Background: an optimization exercise with open tools, aiming at small area and a short achievable clock period. Do not read the settings as production practice.
Where RTL was checked, it was by simulation tests only, not by an equivalence proof against the original.

maple:
Design simon32_64, start of the top module:
module simon32_64 (
	input  logic clk, reset,
	input  logic in_valid,
	output logic in_ready,
	input  logic [31:0] plaintext,
	input  logic [63:0] key,
	output logic out_valid,
	output logic [31:0] ciphertext
);
	localparam logic [2:0] A_FIRST = 3'b110;
	localparam logic [3:0] B_LAST  = 4'b1101;
	logic [15:0] xa, wa, xb, wb;
	logic [63:0] ka, kb;
	logic [2:0]  ca, ca_next;
	logic [3:0]  cb, cb_next;
	logic        va, free_b, last_b;
	logic [15:0] xab, wab, xba, wba;
	logic [63:0] kab, kba;
	always_comb begin
		case (ca)
			3'b110:  cb_next = 4'b1100;
			3'b100:  cb_next = 4'b1000;
			3'b000:  cb_next = 4'b1001;
			3'b010:  cb_next = 4'b0100;
			3'b011:  cb_next = 4'b1010;
			3'b001:  cb_next = 4'b0101;
			3'b111:  cb_next = 4'b0000;
			default: cb_next = 4'b1101;
		endcase
		case (cb)
			4'b1100: ca_next = 3'b100;
			4'b1000: ca_next = 3'b000;
			4'b1001: ca_next = 3'b010;
			4'b0100: ca_next = 3'b011;
			4'b1010: ca_next = 3'b001;
  ...
Size: about 1,000 cells after synthesis, about 200 flip-flops, roughly 130 I/O pins.
==> module key_gen, before the edit <==
module key_gen (
  input  logic [63:0] key_in,
  input  logic        z0, z1,
  output logic [63:0] key_out
);
  logic [15:0] p, k1, k2, k3, k4, k5, pn, c0, c1, bc0;
  logic [15:0] k2r1, k3r1, k3r3, k3r4, k3r6, k3r8, pr3, pr4, c0r3, c0r4;
  assign p  = key_in[15:0];
  assign k1 = key_in[31:16];
  assign k2 = key_in[47:32];
  assign k3 = key_in[63:48];
  assign c0 = {14'h3fff, 1'b0, z0};
  assign c1 = {14'h3fff, 1'b0, z1};
  shifter #(15) R2a (k2, k2r1);      
  shifter #(15) R3a (k3, k3r1);      
  shifter #(13) R3b (k3, k3r3);      
  shifter #(12) R3c (k3, k3r4);      
  shifter #(10) R3d (k3, k3r6);      
  shifter #(8)  R3e (k3, k3r8);      
  shifter #(13) RPa (p, pr3);        
  shifter #(12) RPb (p, pr4);        
  shifter #(13) RCa (c0, c0r3);      
  shifter #(12) RCb (c0, c0r4);      
  assign bc0 = c0r3 ^ c0r4;
  assign k4 = p ^ (k3r3 ^ k3r4) ^ c0;
  assign k5 = (k1 ^ (k2 ^ k2r1)) ^ ((pr3 ^ pr4) ^ (k3r6 ^ k3r8)) ^ bc0 ^ c1;
  assign pn = k2 ^ k3 ^ k3r1;
  assign key_out = {k5, k4, k3, pn};
endmodule
==> module simon32_64, before the edit <==
module simon32_64 (
	input  logic clk, reset,
	input  logic in_valid,
	output logic in_ready,
	input  logic [31:0] plaintext,
	input  logic [63:0] key,
	output logic out_valid,
	output logic [31:0] ciphertext
);
	localparam logic [2:0] A_FIRST = 3'b110;
	localparam logic [3:0] B_LAST  = 4'b1101;
	logic [15:0] xa, wa, xb, wb;
	logic [63:0] ka, kb;
	logic [2:0]  ca, ca_next;
	logic [3:0]  cb, cb_next;
	logic        va, free_b, last_b;
	logic [15:0] xab, wab, xba, wba;
	logic [63:0] kab, kba;
	always_comb begin
		case (ca)
			3'b110:  cb_next = 4'b1100;
			3'b100:  cb_next = 4'b1000;
			3'b000:  cb_next = 4'b1001;
			3'b010:  cb_next = 4'b0100;
			3'b011:  cb_next = 4'b1010;
			3'b001:  cb_next = 4'b0101;
			3'b111:  cb_next = 4'b0000;
			default: cb_next = 4'b1101;
		endcase
		case (cb)
			4'b1100: ca_next = 3'b100;
			4'b1000: ca_next = 3'b000;
			4'b1001: ca_next = 3'b010;
			4'b0100: ca_next = 3'b011;
			4'b1010: ca_next = 3'b001;
			4'b0101: ca_next = 3'b111;
			default: ca_next = 3'b101;
		endcase
	end
	assign last_b = (cb == B_LAST);
	round   rab (xa, wa, ka[31:16], ka[47:32], xab, wab);
	key_gen gab (ka, ca[2], ca[1], kab);
	round   rba (xb, wb, kb[31:16], kb[47:32] & {16{!last_b}}, xba, wba);
	key_gen gba (kb, cb[3], cb[2], kba);
	always_ff @(posedge clk) begin
		xb <= xab;
		wb <= wab;
		kb <= kab;
		cb <= cb_next;
		if (free_b) begin
			xa <= plaintext[31:16];
			wa <= plaintext[15:0] ^ key[15:0];
			ka <= {key[63:16], key[15:0] ^ key[31:16] ^ {key[16], key[31:17]}};
			ca <= A_FIRST;
		end else begin
			xa <= xba;
			wa <= wba;
			ka <= kba;
			ca <= ca_next;
		end
	end
	always_ff @(posedge clk) begin
		if (reset) begin
			va        <= 1'b0;
			free_b    <= 1'b1;
			out_valid <= 1'b0;
		end else begin
			va        <= free_b ? in_valid : !last_b;
			free_b    <= !va;
			out_valid <= !free_b && last_b;
		end
	end
	assign in_ready   = free_b;
	assign ciphertext = {xa, wa};
endmodule
clock: 2.5 ns
lec_check: 0
cap_margin: 20
core_margin: 2
core_utilization: 40
cts_cluster_diameter: 100
cts_cluster_size: 25
setup_slack_margin: 0.9
slew_margin: 20
standard.sh (not shown) runs the stock make flow with config.mk's settings and CLKGATE_MAP_FILE= SYNTH_SCRIPT=/design/flow/synth_recipe.tcl, a recipe that flattens the netlist after the stock synthesis.
==> flow/flow/run.sh <==
#!/bin/bash
# Standard layout (the standard.sh) with two changes:
#  - the port buffers are plain buffers instead of the delay cells that
#    buffer_ports picks by default;
#  - the slow cells listed in flow/dont_use.txt are added to the platform's
#    don't-use list, so that synthesis maps the XOR-heavy logic onto faster
#    two-input gates.
set -euo pipefail
export BUFFER_PORTS_ARGS="-buffer_cell sky130_fd_sc_hd__buf_2"
plat=$(make -s -C "$FLOW_HOME" DESIGN_CONFIG="$PWD/config.mk" WORK_HOME="$PWD/orfs" \
  print-DONT_USE_CELLS 2> print_dont_use.log | sed -n 's/^DONT_USE_CELLS: //p')
extra=$(grep -v '^#' flow/dont_use.txt | tr '\n' ' ')
echo "platform: $plat" > dont_use.log
echo "added: $extra" >> dont_use.log
bash standard.sh "DONT_USE_CELLS=$plat $extra" finish > standard_finish.log 2>&1
==> flow/flow/dont_use.txt <==
# slow cells kept out of synthesis and repair
sky130_fd_sc_hd__xor3_1
sky130_fd_sc_hd__xor3_2
sky130_fd_sc_hd__xor3_4
sky130_fd_sc_hd__xnor3_1
sky130_fd_sc_hd__xnor3_2
sky130_fd_sc_hd__xnor3_4
sky130_fd_sc_hd__or4_1
sky130_fd_sc_hd__or4_2
sky130_fd_sc_hd__or4_4
sky130_fd_sc_hd__nor4_1
sky130_fd_sc_hd__nor4_2
sky130_fd_sc_hd__nor4_4
sky130_fd_sc_hd__and4_1
sky130_fd_sc_hd__and4_2
sky130_fd_sc_hd__and4_4
sky130_fd_sc_hd__nand4_1
sky130_fd_sc_hd__nand4_2
sky130_fd_sc_hd__nand4_4
sky130_fd_sc_hd__or4b_1
sky130_fd_sc_hd__or4bb_1
sky130_fd_sc_hd__nor4b_1
sky130_fd_sc_hd__nor4bb_1
sky130_fd_sc_hd__or3_1
sky130_fd_sc_hd__or3b_1
sky130_fd_sc_hd__nor3_1
--- input diff maple..cedar ---
--- a/flow/design.v
+++ b/flow/design.v
@@ -21,13 +21,15 @@
   assign x_out = (b1 & b8) ^ (b2 ^ (x_in ^ k1));
   assign w_out = x1 ^ k2;
 endmodule
-module key_gen (
+module key_gen #(
+  parameter bit CHAIN = 0
+) (
   input  logic [63:0] key_in,
   input  logic        z0, z1,
   output logic [63:0] key_out
 );
   logic [15:0] p, k1, k2, k3, k4, k5, pn, c0, c1, bc0;
-  logic [15:0] k2r1, k3r1, k3r3, k3r4, k3r6, k3r8, pr3, pr4, c0r3, c0r4;
+  logic [15:0] k2r1, k3r1, k3r3, k3r4, k3r6, k3r8, pr3, pr4, c0r3, c0r4, k4r3, k4r4;
   assign p  = key_in[15:0];
   assign k1 = key_in[31:16];
   assign k2 = key_in[47:32];
@@ -46,7 +48,15 @@
   shifter #(12) RCb (c0, c0r4);      
   assign bc0 = c0r3 ^ c0r4;
   assign k4 = p ^ (k3r3 ^ k3r4) ^ c0;
-  assign k5 = (k1 ^ (k2 ^ k2r1)) ^ ((pr3 ^ pr4) ^ (k3r6 ^ k3r8)) ^ bc0 ^ c1;
+  shifter #(13) R4a (k4, k4r3);      
+  shifter #(12) R4b (k4, k4r4);      
+  generate
+    if (CHAIN) begin : chained
+      assign k5 = (k1 ^ (k2 ^ k2r1) ^ c1) ^ (k4r3 ^ k4r4);
+    end else begin : flat
+      assign k5 = (k1 ^ (k2 ^ k2r1)) ^ ((pr3 ^ pr4) ^ (k3r6 ^ k3r8)) ^ bc0 ^ c1;
+    end
+  endgenerate
   assign pn = k2 ^ k3 ^ k3r1;
   assign key_out = {k5, k4, k3, pn};
 endmodule
@@ -91,7 +101,7 @@
 	end
 	assign last_b = (cb == B_LAST);
 	round   rab (xa, wa, ka[31:16], ka[47:32], xab, wab);
-	key_gen gab (ka, ca[2], ca[1], kab);
+	key_gen #(1) gab (ka, ca[2], ca[1], kab);
 	round   rba (xb, wb, kb[31:16], kb[47:32] & {16{!last_b}}, xba, wba);
 	key_gen gba (kb, cb[3], cb[2], kba);
 	always_ff @(posedge clk) begin
## What came out
- In cedar relative to maple, non-clock buffer instance count of the final layout had gone down slightly.
- In cedar, the area growth from synthesis to layout came out 2.2 points above the value in maple.
- maple → cedar: routed wire length saw a decrease, area of all placed cells without fillers +59 sq um.
- The global-route track usage on met2 on maple is in line with that on cedar.
- sky130_fd_sc_hd__dfxtp_4 as the cell type of the slowest stage on the worst timing path was reported by cedar, and sky130_fd_sc_hd__dfxtp_2 by maple.
- Diff maple -> cedar: cell area after synthesis lost 1.4%; number of filler cells placed in the layout picked up an extra about 3.3%; global-route wire length before repair lost 1.2%.
For cedar, only the layout was checked, not whether the RTL still works.

========
simon32_64, a different RTL version from the one above (not shown whole).
Size in the first run: roughly 1100 cells after synthesis, about 200 flip-flops, ~130 I/O pins.
==> module simon32_64, before the edit <==
module simon32_64 (
	input  logic clk, reset,
	input  logic in_valid,
	output logic in_ready,
	input  logic [31:0] plaintext,
	input  logic [63:0] key,
	output logic out_valid,
	output logic [31:0] ciphertext
);
	localparam logic [2:0] FIRST = 3'b110;
	localparam logic [2:0] LAST  = 3'b101;
	logic [15:0] xa, wa, xb, wb;
	logic [63:0] ka, kb;
	logic [2:0]  ca, cb, cb_next;
	logic [1:0]  zb;
	logic        va, free_b, ld, last_b;
	logic [15:0] xab, wab, xba, wba;
	logic [63:0] kab, kba;
	always_comb begin
		case (cb)
			3'b110:  begin zb = 2'b11; cb_next = 3'b100; end
			3'b100:  begin zb = 2'b10; cb_next = 3'b000; end
			3'b000:  begin zb = 2'b10; cb_next = 3'b010; end
			3'b010:  begin zb = 2'b01; cb_next = 3'b011; end
			3'b011:  begin zb = 2'b10; cb_next = 3'b001; end
			3'b001:  begin zb = 2'b01; cb_next = 3'b111; end
			3'b111:  begin zb = 2'b00; cb_next = 3'b101; end
			default: begin zb = 2'b01; cb_next = 3'b110; end
		endcase
	end
	assign last_b = (cb == LAST);
	round   rab (xa, wa, ka[31:16], ka[47:32], xab, wab);
	key_gen gab (ka, ca[2], ca[1], kab);
	round   rba (xb, wb, kb[31:16], kb[47:32] & {16{!last_b}}, xba, wba);
	key_gen gba (kb, zb[1], zb[0], kba);
	assign ld = in_valid && free_b;
	always_ff @(posedge clk) begin
		xb <= xab;
		wb <= wab;
		kb <= kab;
		cb <= ca;
		if (ld) begin
			xa <= plaintext[31:16];
			wa <= plaintext[15:0] ^ key[15:0];
			ka <= key;
			ca <= FIRST;
		end else begin
			xa <= xba;
			wa <= wba;
			ka <= kba;
			ca <= cb_next;
		end
	end
	always_ff @(posedge clk) begin
		if (reset) begin
			va        <= 1'b0;
			free_b    <= 1'b1;
			out_valid <= 1'b0;
		end else begin
			va        <= ld || (!free_b && !last_b);
			free_b    <= !va;
			out_valid <= !free_b && last_b;
		end
	end
	assign in_ready   = free_b;
	assign ciphertext = {xa, wa};
endmodule
==> flow/config.mk <==
export PLATFORM = sky130hd
export DESIGN_NAME = simon32_64
export DESIGN_NICKNAME = simon32_64
export VERILOG_FILES = /design/flow/design.v
export SDC_FILE = /design/flow/constraint.sdc
export NUM_CORES = 4
export LEC_CHECK = 0
export CAP_MARGIN = 20
export CORE_MARGIN = 2
export CORE_UTILIZATION = 40
export SLEW_MARGIN = 20
==> flow/constraint.sdc <==
create_clock -name core_clock -period 2.5 [get_ports {clk}]
set_input_delay 0.5000 -clock core_clock [delete_from_list [all_inputs] [get_ports {clk}]]
set_output_delay 0.5000 -clock core_clock [all_outputs]
set_load 0.01 [all_outputs]
==> flow/flow/run.sh <==
#!/bin/bash
# Standard layout, with the port buffers made from plain buffers instead of
# the delay cells buffer_ports picks by default.
set -euo pipefail
export BUFFER_PORTS_ARGS="-buffer_cell sky130_fd_sc_hd__buf_2"
bash standard.sh finish > standard_finish.log 2>&1
The starting point completed without violations.
==> next run, changes <==
--- a/flow/design.v
+++ b/flow/design.v
@@ -55,46 +55,54 @@
 	output logic [31:0] ciphertext
 );
-	localparam logic [2:0] FIRST = 3'b110;
-	localparam logic [2:0] LAST  = 3'b101;
+	localparam logic [2:0] A_FIRST = 3'b110;
+	localparam logic [3:0] B_LAST  = 4'b1101;
 	logic [15:0] xa, wa, xb, wb;
 	logic [63:0] ka, kb;
-	logic [2:0]  ca, cb, cb_next;
-	logic [1:0]  zb;
-	logic        va, free_b, ld, last_b;
+	logic [2:0]  ca, ca_next;
+	logic [3:0]  cb, cb_next;
+	logic        va, free_b, last_b;
 	logic [15:0] xab, wab, xba, wba;
 	logic [63:0] kab, kba;
 	always_comb begin
+		case (ca)
+			3'b110:  cb_next = 4'b1100;
+			3'b100:  cb_next = 4'b1000;
+			3'b000:  cb_next = 4'b1001;
+			3'b010:  cb_next = 4'b0100;
+			3'b011:  cb_next = 4'b1010;
+			3'b001:  cb_next = 4'b0101;
+			3'b111:  cb_next = 4'b0000;
+			default: cb_next = 4'b1101;
+		endcase
 		case (cb)
-			3'b110:  begin zb = 2'b11; cb_next = 3'b100; end
-			3'b100:  begin zb = 2'b10; cb_next = 3'b000; end
-			3'b000:  begin zb = 2'b10; cb_next = 3'b010; end
-			3'b010:  begin zb = 2'b01; cb_next = 3'b011; end
-			3'b011:  begin zb = 2'b10; cb_next = 3'b001; end
-			3'b001:  begin zb = 2'b01; cb_next = 3'b111; end
-			3'b111:  begin zb = 2'b00; cb_next = 3'b101; end
-			default: begin zb = 2'b01; cb_next = 3'b110; end
+			4'b1100: ca_next = 3'b100;
+			4'b1000: ca_next = 3'b000;
+			4'b1001: ca_next = 3'b010;
+			4'b0100: ca_next = 3'b011;
+			4'b1010: ca_next = 3'b001;
+			4'b0101: ca_next = 3'b111;
+			default: ca_next = 3'b101;
 		endcase
 	end
-	assign last_b = (cb == LAST);
+	assign last_b = (cb == B_LAST);
 	round   rab (xa, wa, ka[31:16], ka[47:32], xab, wab);
 	key_gen gab (ka, ca[2], ca[1], kab);
 	round   rba (xb, wb, kb[31:16], kb[47:32] & {16{!last_b}}, xba, wba);
-	key_gen gba (kb, zb[1], zb[0], kba);
-	assign ld = in_valid && free_b;
+	key_gen gba (kb, cb[3], cb[2], kba);
 	always_ff @(posedge clk) begin
 		xb <= xab;
 		wb <= wab;
 		kb <= kab;
-		cb <= ca;
-		if (ld) begin
+		cb <= cb_next;
+		if (free_b) begin
 			xa <= plaintext[31:16];
 			wa <= plaintext[15:0] ^ key[15:0];
 			ka <= key;
-			ca <= FIRST;
+			ca <= A_FIRST;
 		end else begin
 			xa <= xba;
 			wa <= wba;
 			ka <= kba;
-			ca <= cb_next;
+			ca <= ca_next;
 		end
 	end
@@ -105,5 +113,5 @@
 			out_valid <= 1'b0;
 		end else begin
-			va        <= ld || (!free_b && !last_b);
+			va        <= free_b ? in_valid : !last_b;
 			free_b    <= !va;
 			out_valid <= !free_b && last_b;
=>
- sequential share of layout area goes down by 1.4 points
- core utilization went down by 0.68 points
- global-route usage is about the same
- hold slack degrades by 0.0045 ns
- worst setup slack is worse by 0.14 ns
- maximum frequency went down by about 7%
- area after synthesis grows by about 6%
- wire length rose by 7.6%
- non-clock buffer count rose by 2
- register-to-register slack gets worse by 0.14 ns
No functional check of the RTL was part of any run of this note.

port drivers added, routing unchanged:
No port has a modelled driver above. Below, the same layouts with a new extraction and two added sets of constraints. Step 1 sets driving cells, clkbuf_16 on the clock port and buf_2 on the other inputs (assumed; they add their load-dependent delay and slew). Step 2 also shifts input and output timing later by t, the mid clock arrival at the registers, as if the neighbouring blocks saw the same clock. a / b / c = ideal / step 1 / step 2; a / b = the first two.
| run | t (ns) | slack for setup (ns) | worst slew at a driven data input, ns | pins driven straight from the clock port |
|---|---|---|---|---|
| maple | 0.524 | 0.928 / 0.879 / 0.948 | 0.04 | 1 |
| cedar | 0.516 | 0.912 / 0.882 / 0.912 | 0.04 | 1 |
| the first run of note 2 | 0.548 | 0.609 / 0.609 / 0.609 | 0.03 | 1 |
| the second run of note 2 | 0.548 | 0.473 / 0.473 / 0.473 | 0.04 | 1 |
After both steps every run listed still meets setup and hold.
